What follows belongs to an exercise in optimizing a design on an open flow for small area, a short achievable clock period and few clock cycles per item; a production flow would make more cautious choices. Where RTL was checked, it was by simulation tests only, not by an equivalence proof against the original. Power and IR drop assume default switching activity.

## job 3540
Design mult8, start of the top module:
module mult8(clk, nRST, c_ALL, m_busy, a_data, b_data, mult_out, m_finish);
For scale: roughly 320 cells after synthesis, about 21 flip-flops, about 37 I/O pins, ~2400 um2 of cells after synthesis.
Settings: LEC_CHECK=0, CAP_MARGIN=20, CORE_MARGIN=2, CORE_UTILIZATION=65, GPL_TIMING_DRIVEN=0, PLACE_DENSITY=0.75, SLEW_MARGIN=20; clock period 5.0 ns.
standard.sh (not shown) runs the stock make flow with config.mk's settings and CLKGATE_MAP_FILE= SYNTH_SCRIPT=/design/flow/synth_recipe.tcl, a recipe that flattens the netlist after the stock synthesis.
==> flow/flow/run.sh <==
#!/bin/bash
# Own layout flow: the standard flow (standard.sh), with its synthesis
# script swapped for flow/synth.tcl, which sources the standard script
# synth_recipe.tcl but skips full-adder extraction and maps with flow/map.abc.
set -euo pipefail
work=$(pwd)
export MY_WORK_DIR=$work
export MY_FLOW_DIR=$work/flow
sed -e "s#SYNTH_SCRIPT=[^ ]*#SYNTH_SCRIPT=$work/flow/synth.tcl ADDER_MAP_FILE= BUFFER_PORTS_ARGS=\"-buffer_cell sky130_fd_sc_hd__buf_1\"#" standard.sh > own_standard.sh
bash own_standard.sh > own_flow.log 2>&1
==> flow/flow/map.abc <==
strash
dch
map -D 1600
topo
stime -c
buffer -c
upsize -c -D 1600
dnsize -c -D 1600
stime -c
==> flow/flow/map_out.abc <==
strash
dch
map -D 1200
topo
stime -c
buffer -c
upsize -c -D 1200
dnsize -c -D 1200
stime -c
==> flow/flow/synth.tcl <==
# Standard synthesis (synth_recipe.tcl, sourced unchanged) with two changes made
# from outside it: no full-adder extraction (ADDER_MAP_FILE is left empty on
# make's command line) and ABC technology mapping with delay-driven scripts:
# flow/map_out.abc for the logic between the registers and the outputs, then
# flow/map.abc for the rest.
proc abc {args} {
  set out {}
  set skip 0
  foreach a $args {
    if {$skip} { set skip 0; continue }
    if {$a eq "-script" || $a eq "-D"} { set skip 1; continue }
    lappend out $a
  }
  set dir $::env(MY_FLOW_DIR)
  if {[file exists $dir/map_out.abc]} {
    yosys select -set outcone o:* %ci*:-sky130_fd_sc_hd__edfxtp_1:-sky130_fd_sc_hd__dfrtp_1:-sky130_fd_sc_hd__dfxtp_1 t:\$_* %i
    puts "abc override: output cone with $dir/map_out.abc"
    yosys abc -script $dir/map_out.abc {*}$out @outcone
  }
  puts "abc override: rest with $dir/map.abc"
  yosys abc -script $dir/map.abc {*}$out
}
source $::env(MY_WORK_DIR)/synth_recipe.tcl
Testbench counts of job 3540, summed over its fixed seeds: cycles 3,200, items 3,200.
Here is what was changed in the inputs of job 9474 compared with job 3540.
==> flow/flow/map.abc <==
strash
dch
map -D 1700
topo
stime -c
buffer -c
upsize -c -D 1700
dnsize -c -D 1700
stime -c
==> flow/flow/map_out.abc <==
strash
dch
map -D 900
topo
stime -c
buffer -c
upsize -c -D 900
dnsize -c -D 900
stime -c
--- a/flow/config.mk
+++ b/flow/config.mk
@@ -10 +10,2 @@
-export CORE_UTILIZATION = 65
+export CORE_UTILIZATION = 40
+export CTS_BUF_LIST = sky130_fd_sc_hd__clkbuf_4
@@ -12 +13 @@
-export PLACE_DENSITY = 0.75
+export PLACE_DENSITY = 0.6
[summary]
- From job 3540 to job 9474 the numbers moved as follows: hold violation count in the final report was more or less identical, number of well taps went up by about 56%.
- The via count reported for job 9474 is lower than the one for job 3540.
- Re final critical path time including I/O delays and setup: job 9474 is 89 ps down on job 3540.
- Between job 9474 and job 3540, total number of multi-input combinational cells is higher for job 3540, job 9474 comes in under that.
Here is what was changed in the inputs of job 8831 compared with job 9474.
==> flow/flow/map.abc <==
strash
dch
map -D 1600
topo
stime -c
buffer -c
upsize -c -D 1600
dnsize -c -D 1600
stime -c
==> flow/flow/map_out.abc <==
strash
dch
map -D 1500
topo
stime -c
buffer -c
upsize -c -D 1500
dnsize -c -D 1500
stime -c
Results
Job 8831 closes out successfully: all stages finished, all timing, DRC and antenna checks passed. Sort job 8831 and job 9474 by sequential share of power asc -> top: job 9474. Job 9474 → job 8831: critical path's largest stage delay grew by 150 ps; met3 global-route usage higher. | layout buffering overhead excluding clock cells | job 9474 vs job 8831 | ≈ equal |. Per the comparison of job 8831 with job 9474, largest fanout of any net on the critical path climbed 3, first-iteration detailed-routing DRC count climbed 21%, number of instances in the synthesized netlist climbed 2.2%.

* * *

Setup of v55:
Another version of the RTL of mult8 (not shown whole).
Size in the first run: about 440 cells after synthesis, roughly 17 flip-flops, about 37 I/O pins, ~2900 um^2 of cells after synthesis.
export LEC_CHECK = 0
export CAP_MARGIN = 20
export CORE_MARGIN = 2
export CORE_UTILIZATION = 40
export GPL_TIMING_DRIVEN = 0
export PLACE_DENSITY = 0.6
export SETUP_SLACK_MARGIN = 1.5
export SLEW_MARGIN = 20
create_clock -name core_clock -period 5.0 [get_ports {clk}]
==> flow/flow/run.sh <==
#!/bin/bash
# Own layout flow: the standard flow (standard.sh), with its synthesis
# script swapped for flow/synth.tcl, which sources the standard script
# synth_recipe.tcl but skips full-adder extraction and maps with flow/map.abc.
set -euo pipefail
work=$(pwd)
export MY_WORK_DIR=$work
export MY_FLOW_DIR=$work/flow
sed -e "s#SYNTH_SCRIPT=[^ ]*#SYNTH_SCRIPT=$work/flow/synth.tcl ADDER_MAP_FILE=#" standard.sh > own_standard.sh
bash own_standard.sh > own_flow.log 2>&1
==> flow/flow/map.abc <==
strash
dch
map -D 2000
topo
stime -c
buffer -c
upsize -c -D 2000
dnsize -c -D 2000
stime -c
==> flow/flow/synth.tcl <==
# Standard synthesis (synth_recipe.tcl, sourced unchanged) with two changes made
# from outside it: no full-adder extraction (ADDER_MAP_FILE is left empty on
# make's command line) and ABC mapped with a delay-driven script.
set my_abc_script $::env(MY_FLOW_DIR)/map.abc

proc abc {args} {
  set out {}
  set skip 0
  foreach a $args {
    if {$skip} { set skip 0; continue }
    if {$a eq "-script" || $a eq "-D"} { set skip 1; continue }
    lappend out $a
  }
  puts "abc override: -script $::my_abc_script"
  yosys abc -script $::my_abc_script {*}$out
}
source $::env(MY_WORK_DIR)/synth_recipe.tcl
Having completed the whole flow, v55 delivered a layout that passed the timing, DRC and antenna checks.
Inputs modified between v55 and v3:
- swapping 1.5 for 2.5 in SETUP_SLACK_MARGIN
==> flow/run.sh (new file) <==
#!/bin/bash
# synth_recipe.tcl (not shown) runs the flow's synth.tcl, then flattens the netlist and writes it again
# the make line also repeats each setting of config.mk as NAME=value (left out here)
make -C /OpenROAD-flow-scripts/flow DESIGN_CONFIG=/design/flow/config.mk WORK_HOME=/design/flow/orfs CLKGATE_MAP_FILE= SYNTH_SCRIPT=/design/flow/synth_recipe.tcl finish
removed: flow/flow/run.sh
removed: flow/flow/map.abc
removed: flow/flow/synth.tcl
removed: flow/standard.sh
--- outcome ---
Lower total wire length goes to v3 over v55.
v3 vs v55: power density over the cells up
Final non-filler cell area on v3 is ahead of v55.
Routed length on met3 ends up lower on v3.
> inputs changed (v3 -> v7)
- a deleted SETUP_SLACK_MARGIN that had been 2.5
==> flow/flow/run.sh (new file) <==
#!/bin/bash
# Own layout flow: the standard flow (standard.sh), with its synthesis
# script swapped for flow/synth.tcl, which sources the standard script
# synth_recipe.tcl but skips full-adder extraction and maps with flow/map.abc.
set -euo pipefail
work=$(pwd)
export MY_WORK_DIR=$work
export MY_FLOW_DIR=$work/flow
sed -e "s#SYNTH_SCRIPT=[^ ]*#SYNTH_SCRIPT=$work/flow/synth.tcl ADDER_MAP_FILE= BUFFER_PORTS_ARGS=\"-buffer_cell sky130_fd_sc_hd__buf_2\"#" standard.sh > own_standard.sh
bash own_standard.sh > own_flow.log 2>&1
==> flow/flow/map.abc (new file) <==
strash
dch
map -D 2000
topo
stime -c
buffer -c
upsize -c -D 2000
dnsize -c -D 2000
stime -c
==> flow/flow/synth.tcl (new file) <==
# Standard synthesis (synth_recipe.tcl, sourced unchanged) with two changes made
# from outside it: no full-adder extraction (ADDER_MAP_FILE is left empty on
# make's command line) and ABC mapped with a delay-driven script.
set my_abc_script $::env(MY_FLOW_DIR)/map.abc

proc abc {args} {
  set out {}
  set skip 0
  foreach a $args {
    if {$skip} { set skip 0; continue }
    if {$a eq "-script" || $a eq "-D"} { set skip 1; continue }
    lappend out $a
  }
  puts "abc override: -script $::my_abc_script"
  yosys abc -script $::my_abc_script {*}$out
}
source $::env(MY_WORK_DIR)/synth_recipe.tcl
==> flow/standard.sh (new file) <==
#!/bin/bash
# synth_recipe.tcl (not shown) runs the flow's synth.tcl, then flattens the netlist and writes it again
# the make line also repeats each setting of config.mk as NAME=value (left out here)
make -C /OpenROAD-flow-scripts/flow DESIGN_CONFIG=/design/flow/config.mk WORK_HOME=/design/flow/orfs CLKGATE_MAP_FILE= SYNTH_SCRIPT=/design/flow/synth_recipe.tcl "${@:-finish}"
removed: flow/run.sh
## What came out
- In v7 relative to v3, average footprint of a synthesized cell had gone down by more than a quarter.
- Going from v3 to v7, the layout overhead on the synthesized area was found to have gone down by 27 points.
- Summary: with v3 as the reference, wire length on met1 in v7 moved up by more than half.
- Summary of v7 over v3: wire length of the first global-routing pass now sits higher; cell count now sits higher.
- v7 vs. v3: routed wire length went up by 1300 um.
- | largest net degree at the start of global routing | lower: v3 |
- Between v7 and v3, it is v7 whose core utilization is lower, by 11 points.
Function was not checked in any run of this note: the RTL went through the layout flow alone.

* * *

maple:
RTL: one of the versions met above, not the one the previous note started from.
For scale: about 320 cells after synthesis, roughly 21 flip-flops, roughly 37 I/O pins.
export LEC_CHECK = 0
export CAP_MARGIN = 20
export CORE_MARGIN = 2
export CORE_UTILIZATION = 40
export CTS_BUF_LIST = sky130_fd_sc_hd__clkbuf_4
export GPL_TIMING_DRIVEN = 1
export PLACE_DENSITY = 0.6
export SLEW_MARGIN = 20
create_clock -name core_clock -period 5.0 [get_ports {clk}]
==> flow/flow/run.sh <==
#!/bin/bash
# Own layout flow: the standard flow (standard.sh), with its synthesis
# script swapped for flow/synth.tcl, which sources the standard script
# synth_recipe.tcl but skips full-adder extraction and maps with flow/map.abc.
set -euo pipefail
work=$(pwd)
export MY_WORK_DIR=$work
export MY_FLOW_DIR=$work/flow
sed -e "s#SYNTH_SCRIPT=[^ ]*#SYNTH_SCRIPT=$work/flow/synth.tcl ADDER_MAP_FILE= BUFFER_PORTS_ARGS=\"-buffer_cell sky130_fd_sc_hd__buf_1\"#" standard.sh > own_standard.sh
bash own_standard.sh > own_flow.log 2>&1
==> flow/flow/map.abc <==
strash
dch
map -D 1600
topo
stime -c
buffer -c
upsize -c -D 1600
dnsize -c -D 1600
stime -c
==> flow/flow/map_out.abc <==
strash
dch
map -D 1200
topo
stime -c
buffer -c
upsize -c -D 1200
dnsize -c -D 1200
stime -c
==> flow/flow/synth.tcl <==
# Standard synthesis (synth_recipe.tcl, sourced unchanged) with two changes made
# from outside it: no full-adder extraction (ADDER_MAP_FILE is left empty on
# make's command line) and ABC technology mapping with delay-driven scripts:
# flow/map_out.abc for the logic between the registers and the outputs, then
# flow/map.abc for the rest.
proc abc {args} {
  set out {}
  set skip 0
  foreach a $args {
    if {$skip} { set skip 0; continue }
    if {$a eq "-script" || $a eq "-D"} { set skip 1; continue }
    lappend out $a
  }
  set dir $::env(MY_FLOW_DIR)
  if {[file exists $dir/map_out.abc]} {
    yosys select -set outcone o:* %ci*:-sky130_fd_sc_hd__edfxtp_1:-sky130_fd_sc_hd__dfrtp_1:-sky130_fd_sc_hd__dfxtp_1 t:\$_* %i
    puts "abc override: output cone with $dir/map_out.abc"
    yosys abc -script $dir/map_out.abc {*}$out @outcone
  }
  puts "abc override: rest with $dir/map.abc"
  yosys abc -script $dir/map.abc {*}$out
}
source $::env(MY_WORK_DIR)/synth_recipe.tcl
Testbench counts of maple, summed over its fixed seeds: cycles 3,200, items 3,200.
Relative to maple, the following input files were edited for harbor:
Settings: a change of GPL_TIMING_DRIVEN from 1 to 0.
==> flow/flow/map.abc <==
strash
dch
map -D 1900
topo
stime -c
buffer -c
upsize -c -D 1900
dnsize -c -D 1900
stime -c
[summary]
harbor: cell count lower than maple. Taking maple as the reference point, the post-synthesis average cell area of harbor falls by 0.073 sq um. maple -> harbor: number of gates on the worst path with buffers counted delta 0, exact match. Critical path data arrival time came out lower on harbor than on maple. Relative to maple, the area taken by multi-input logic gates of harbor is lower by 100 sq um. Hold slack: higher on harbor.

* * *

== raven ==
RTL: one of the versions met above, not the one the previous note started from.
Size: about 17 flip-flops, ~37 I/O pins, about 0.0025 mm2 of cells after synthesis.
clock: 5.0 ns
lec_check: 0
cap_margin: 20
core_margin: 2
core_utilization: 40
place_density: 0.6
slew_margin: 20
run.sh (not shown) runs the stock make flow with config.mk's settings and CLKGATE_MAP_FILE= SYNTH_SCRIPT=/design/flow/synth_recipe.tcl, a recipe that flattens the netlist after the stock synthesis.
Stock flow here: none of the scripts above is used.
raven has completed all stages; timing, DRC and antenna checks passed.
Input changes introduced in juniper (baseline for comparison: raven):
==> flow/flow/run.sh (new file) <==
#!/bin/bash
# Own layout flow: the standard flow (standard.sh), with its synthesis
# script swapped for flow/synth.tcl, which sources the standard script
# synth_recipe.tcl but skips full-adder extraction and maps with flow/map.abc.
set -euo pipefail
work=$(pwd)
export MY_WORK_DIR=$work
export MY_FLOW_DIR=$work/flow
sed -e "s#SYNTH_SCRIPT=[^ ]*#SYNTH_SCRIPT=$work/flow/synth.tcl ADDER_MAP_FILE=#" standard.sh > own_standard.sh
bash own_standard.sh > own_flow.log 2>&1
==> flow/flow/map.abc (new file) <==
strash
dch
map -D 2000
topo
stime -c
buffer -c
upsize -c -D 2000
dnsize -c -D 2000
stime -c
==> flow/flow/synth.tcl (new file) <==
# Standard synthesis (synth_recipe.tcl, sourced unchanged) with two changes made
# from outside it: no full-adder extraction (ADDER_MAP_FILE is left empty on
# make's command line) and ABC mapped with a delay-driven script.
set my_abc_script $::env(MY_FLOW_DIR)/map.abc

proc abc {args} {
  set out {}
  set skip 0
  foreach a $args {
    if {$skip} { set skip 0; continue }
    if {$a eq "-script" || $a eq "-D"} { set skip 1; continue }
    lappend out $a
  }
  puts "abc override: -script $::my_abc_script"
  yosys abc -script $::my_abc_script {*}$out
}
source $::env(MY_WORK_DIR)/synth_recipe.tcl
==> flow/standard.sh (new file) <==
#!/bin/bash
# synth_recipe.tcl (not shown) runs the flow's synth.tcl, then flattens the netlist and writes it again
# the make line also repeats each setting of config.mk as NAME=value (left out here)
make -C /OpenROAD-flow-scripts/flow DESIGN_CONFIG=/design/flow/config.mk WORK_HOME=/design/flow/orfs CLKGATE_MAP_FILE= SYNTH_SCRIPT=/design/flow/synth_recipe.tcl "${@:-finish}"
-- flow/config.mk --
<<< raven, line 10
export CORE_UTILIZATION = 40
export PLACE_DENSITY = 0.6
>>> juniper, line 10
export CORE_UTILIZATION = 40
export GPL_TIMING_DRIVEN = 0
export PLACE_DENSITY = 0.6
removed: flow/run.sh
Results
juniper | status: complete | timing, DRC, antenna: pass. raven -> juniper: power decreased by more than a quarter. When the final numbers for raven and juniper were put side by side, the count of standard-cell rows turned out to be smaller in raven. Detail-routed net length per standard cell of juniper falls short of that of raven by a few percent. Looking at cell at the slowest stage of the critical path, the clkdlybuf4s50_1 result is from juniper; the fa_1 one comes from raven. Routed wire in juniper totals more than in raven.
--- input diff juniper..yarrow ---
==> flow/run.sh (new file) <==
#!/bin/bash
# synth_recipe.tcl (not shown) runs the flow's synth.tcl, then flattens the netlist and writes it again
# the make line also repeats each setting of config.mk as NAME=value (left out here)
make -C /OpenROAD-flow-scripts/flow DESIGN_CONFIG=/design/flow/config.mk WORK_HOME=/design/flow/orfs CLKGATE_MAP_FILE= SYNTH_SCRIPT=/design/flow/synth_recipe.tcl finish
removed: flow/flow/run.sh
removed: flow/flow/map.abc
removed: flow/flow/synth.tcl
removed: flow/standard.sh
### Flow results
Every run (juniper and yarrow) finished clean.
Sort juniper and yarrow by fraction of area in multi-input gates asc -> top: yarrow
The power in the clock group was comparable across juniper and yarrow.
The cell area after synthesis number comes out higher for juniper vs yarrow.
yarrow: arithmetic-cell share of the synthesized area counting full adders, half adders and majority gates higher than juniper
Input-level comparison between violet and yarrow:
-- flow/config.mk --
<<< yarrow, line 12
export PLACE_DENSITY = 0.6
export SLEW_MARGIN = 20
>>> violet, line 12
export PLACE_DENSITY = 0.6
export SETUP_SLACK_MARGIN = 1.5
export SLEW_MARGIN = 20
Notes after the runs:
Worst setup slack after placement delta (violet − yarrow): favourable. violet vs. yarrow: share of power burned in combinational logic saw an increase; total power saw an increase; relative slew slack saw an increase. | final area | lower: yarrow |. On post-route worst setup slack, yarrow loses to violet. Changes observed in violet relative to yarrow: buffering overhead moved up; post-synthesis sequential element count level; count of cells along the worst hold path level.
Input-level comparison between lagoon and violet:
==> flow/flow/run.sh (new file) <==
#!/bin/bash
# Own layout flow: the standard flow (standard.sh), with its synthesis
# script swapped for flow/synth.tcl, which sources the standard script
# synth_recipe.tcl but skips full-adder extraction and maps with flow/map.abc.
set -euo pipefail
work=$(pwd)
export MY_WORK_DIR=$work
export MY_FLOW_DIR=$work/flow
sed -e "s#SYNTH_SCRIPT=[^ ]*#SYNTH_SCRIPT=$work/flow/synth.tcl ADDER_MAP_FILE=#" standard.sh > own_standard.sh
bash own_standard.sh > own_flow.log 2>&1
==> flow/flow/map.abc (new file) <==
strash
dch
map -D 2000
topo
stime -c
buffer -c
upsize -c -D 2000
dnsize -c -D 2000
stime -c
==> flow/flow/synth.tcl (new file) <==
# Standard synthesis (synth_recipe.tcl, sourced unchanged) with two changes made
# from outside it: no full-adder extraction (ADDER_MAP_FILE is left empty on
# make's command line) and ABC mapped with a delay-driven script.
set my_abc_script $::env(MY_FLOW_DIR)/map.abc

proc abc {args} {
  set out {}
  set skip 0
  foreach a $args {
    if {$skip} { set skip 0; continue }
    if {$a eq "-script" || $a eq "-D"} { set skip 1; continue }
    lappend out $a
  }
  puts "abc override: -script $::my_abc_script"
  yosys abc -script $::my_abc_script {*}$out
}
source $::env(MY_WORK_DIR)/synth_recipe.tcl
==> flow/standard.sh (new file) <==
#!/bin/bash
# synth_recipe.tcl (not shown) runs the flow's synth.tcl, then flattens the netlist and writes it again
# the make line also repeats each setting of config.mk as NAME=value (left out here)
make -C /OpenROAD-flow-scripts/flow DESIGN_CONFIG=/design/flow/config.mk WORK_HOME=/design/flow/orfs CLKGATE_MAP_FILE= SYNTH_SCRIPT=/design/flow/synth_recipe.tcl "${@:-finish}"
-- flow/config.mk --
<<< violet, line 12
export PLACE_DENSITY = 0.6
export SETUP_SLACK_MARGIN = 1.5
export SLEW_MARGIN = 20
>>> lagoon, line 12
export PLACE_DENSITY = 0.6
export SETUP_SLACK_MARGIN = 2.0
export SLEW_MARGIN = 20
removed: flow/run.sh
Findings:
In the reports for lagoon and violet, the larger post-synthesis instance area belongs to lagoon.
NOTE: required time of the worst setup path in lagoon falls short of that of violet
For combinational power, dividing the value from lagoon by the value from violet gives 0.73.
| first-pass GRT wire length | higher: lagoon |
lagoon vs violet, design area went up by 880 um2.
Function was not checked in any run of this note: the RTL went through the layout flow alone.

[re-timing with driven ports]
The results above use ideal ports. As a check the final layouts listed here were re-extracted and re-timed, cells and wires unchanged.
Step 1 sets driving cells, clkbuf_16 on the clock port and buf_2 on the other inputs (assumed; they add their load-dependent delay and slew).
Step 2, shift: input delay + t, output delay - t, t = (earliest + latest rising clock arrival at the registers) / 2. This alone moves slack from input paths to output paths.
Slacks: no drivers / after step 1 / after step 2; pairs: no drivers / after step 1.
run | shift t [ns] | setup slack, ns | worst setup path after step 2 | worst register clock-pin slew, ns | worst slew at a driven data input, ns
job 3540 | 0.282 | 1.955 / 1.960 / 1.678 | input to register | 0.08 / 0.08 | 0.04
job 9474 | 0.333 | 2.044 / 2.045 / 1.712 | input to register | 0.11 / 0.11 | 0.04
job 8831 | 0.316 | 2.066 / 2.070 / 1.754 | input to register | 0.11 / 0.11 | 0.04
v55 | 0.278 | 1.397 / 1.386 / 1.107 | input to register | 0.07 / 0.07 | 0.05
v3 | 0.280 | 0.532 / 0.509 / 0.229 | input to register | 0.07 / 0.07 | 0.06
v7 | 0.272 | 1.303 / 1.309 / 1.037 | input to register | 0.07 / 0.07 | 0.03
maple | 0.326 | 1.681 / 1.686 / 1.360 | input to register | 0.12 / 0.12 | 0.03
harbor | 0.318 | 1.870 / 1.872 / 1.554 | input to register | 0.11 / 0.11 | 0.04
raven | 0.275 | 0.170 / 0.169 / -0.106 | input to register | 0.07 / 0.07 | 0.03
juniper | 0.279 | 0.832 / 0.838 / 0.559 | input to register | 0.07 / 0.07 | 0.03
yarrow | 0.277 | 0.165 / 0.167 / -0.110 | input to register | 0.07 / 0.07 | 0.03
violet | 0.278 | 0.531 / 0.507 / 0.229 | input to register | 0.07 / 0.07 | 0.06
lagoon | 0.280 | 1.370 / 1.358 / 1.078 | input to register | 0.07 / 0.07 | 0.06
Met with ideal ports but missed after step 2: setup timing in raven and yarrow. The setup slack of job 9474, which loses most, moves by +0.001 ns with the drivers and by -0.332 ns with both steps.
